This design comes from an exercise in tuning for small area on the open sky130 flow, not from production work. Where RTL was checked, it was by simulation tests only, not by an equivalence proof against the original. No activity file was given, so power comes from the tool's default toggle rates.

==> flow/design.v <==
`timescale 1ns / 1ps
module fir2n #(parameter WIDTH_DATA = 8, parameter N_TAPS = 16, parameter LOG2_N_TAPS = 4, parameter WIDTH_COEF0 = 8, parameter WIDTH_MAC_OUT = 8)(
    input clk, rst,
    input [WIDTH_DATA-1:0] din,
    output reg [WIDTH_MAC_OUT-1:0] dout
    );
    reg [4:0] cnt;           
    reg       flush;         
    wire [3:0] ph = cnt[3:0];
    always @(posedge clk) begin
        if (rst) begin
            cnt <= 5'd0;
            flush <= 1'b1;
        end else begin
            cnt <= cnt + 5'd1;
            if (cnt == 5'd31) flush <= 1'b0;
        end
    end
    reg [7:0] e0, e1;
    reg [7:0] l1 [0:16];
    reg [7:0] l2 [0:14];
    integer i;
    always @(posedge clk) begin
        if (ph == 4'd15) begin
            e0 <= din;
            e1 <= e0;
        end
        l1[0] <= flush ? 8'd0 : (ph == 4'd14 ? e1 : l1[16]);
        for (i = 1; i < 17; i = i + 1) l1[i] <= l1[i-1];
        l2[0] <= (flush | ph == 4'd13) ? l1[15] : l2[14];
        for (i = 1; i < 15; i = i + 1) l2[i] <= l2[i-1];
    end
    reg [7:0] a, nb;
    wire first = (ph == 4'd15);
    wire [7:0] a0 = first ? 8'd0 : a;
    wire [7:0] s1 = a0 ^ l1[0] ^ l2[0];
    wire [7:0] c1 = (a0 & l1[0]) | (a0 & l2[0]) | (l1[0] & l2[0]);
    wire [7:0] sa, ca;
    wire [7:0] x2 = {c1[6:0], 1'b0};
    assign sa = s1 ^ x2 ^ {ca[6:0], 1'b0};
    assign ca = (s1 & x2) | (s1 & {ca[6:0], 1'b0}) | (x2 & {ca[6:0], 1'b0});
    wire [7:0] sb, cb;
    assign sb = nb ^ a ^ {cb[6:0], 1'b0};
    assign cb = (nb & a) | (nb & {cb[6:0], 1'b0}) | (a & {cb[6:0], 1'b0});
    always @(posedge clk) begin
        a <= sa;
        nb <= first ? 8'hff : sb;
    end
    wire [7:0] y = {a[3:0] + ~nb[7:4], ~nb[3:0]};
    always @(posedge clk) begin
        if (rst)
            dout <= 8'd0;
        else if (first)
            dout <= flush ? 8'd0 : y;
    end
endmodule
clock: 4.5 ns
lec_check: 0
cap_margin: 20
core_margin: 2
core_utilization: 70
slew_margin: 20
standard.sh (not shown) runs the stock make flow with config.mk's settings and CLKGATE_MAP_FILE= SYNTH_SCRIPT=/design/flow/synth_recipe.tcl, a recipe that flattens the netlist after the stock synthesis.
==> flow/flow/run.sh <==
#!/bin/bash
# Standard layout, with small port buffers, no CTS dummy loads and power (size) recovery.
bash standard.sh BUFFER_PORTS_ARGS="-buffer_cell sky130_fd_sc_hd__buf_1" RECOVER_POWER=100 \
  CTS_ARGS="-sink_clustering_enable -repair_clock_nets -dont_use_dummy_load -buf_list sky130_fd_sc_hd__clkbuf_16 -sink_clustering_size 35 -sink_clustering_max_diameter 60" \
  finish > standard.log 2>&1
Edit:
--- a/flow/design.v
+++ b/flow/design.v
@@ -27,30 +27,19 @@
         end
         l1[0] <= flush ? 8'd0 : (ph == 4'd14 ? e1 : l1[16]);
         for (i = 1; i < 17; i = i + 1) l1[i] <= l1[i-1];
         l2[0] <= (flush | ph == 4'd13) ? l1[15] : l2[14];
         for (i = 1; i < 15; i = i + 1) l2[i] <= l2[i-1];
     end
-    reg [7:0] a, nb;
+    reg [7:0] a, b;
     wire first = (ph == 4'd15);
-    wire [7:0] a0 = first ? 8'd0 : a;
-    wire [7:0] s1 = a0 ^ l1[0] ^ l2[0];
-    wire [7:0] c1 = (a0 & l1[0]) | (a0 & l2[0]) | (l1[0] & l2[0]);
-    wire [7:0] sa, ca;
-    wire [7:0] x2 = {c1[6:0], 1'b0};
-    assign sa = s1 ^ x2 ^ {ca[6:0], 1'b0};
-    assign ca = (s1 & x2) | (s1 & {ca[6:0], 1'b0}) | (x2 & {ca[6:0], 1'b0});
-    wire [7:0] sb, cb;
-    assign sb = nb ^ a ^ {cb[6:0], 1'b0};
-    assign cb = (nb & a) | (nb & {cb[6:0], 1'b0}) | (a & {cb[6:0], 1'b0});
     always @(posedge clk) begin
-        a <= sa;
-        nb <= first ? 8'hff : sb;
+        a <= (first ? 8'd0 : a) + l1[0] + l2[0];
+        b <= first ? 8'd0 : b - a;
     end
-    wire [7:0] y = {a[3:0] + ~nb[7:4], ~nb[3:0]};
     always @(posedge clk) begin
         if (rst)
             dout <= 8'd0;
         else if (first)
-            dout <= flush ? 8'd0 : y;
+            dout <= flush ? 8'd0 : {a[3:0] + b[7:4], b[3:0]};
     end
 endmodule
Outcome: Worst setup slack gets better by 1.1 ns; final area rose by about 3.3%; combinational power rose to 5.7 times its value; clock skew fell by 0.024 ns; count of clock-buffer cells in the layout stays the same; routed wire length rose by 14%; clock power stays flat; via count rose by 14%; synthesized area rose by about 3.5%; power rose by about 6.6%.
Only the layout flow was run in the second run of this note; the RTL was not checked for function there.

-- re-timing with driven ports --
How much do the figures lean on ideal ports? The routed layouts below were timed once more, with nothing changed but the port constraints. Step 1, drivers: a clkbuf_16 drives clk and a buf_2 each remaining input, both assumed. Step 2 times the ports against the registers' clock, not the clock port: input delays grow and output delays shrink by t, the midpoint of the rising clock arrivals with the driver on. Slacks: no drivers / after step 1 / after step 2; pairs: no drivers / after step 1.
| run | shift t [ns] | setup slack, ns | cell pins on the clock port's net |
|---|---|---|---|
| the first run | 0.475 | 0.236 / 0.236 / 0.236 | 1 |
| the second run | 0.495 | 1.366 / 1.366 / 1.366 | 1 |
After both steps setup and hold are still met in every run listed.
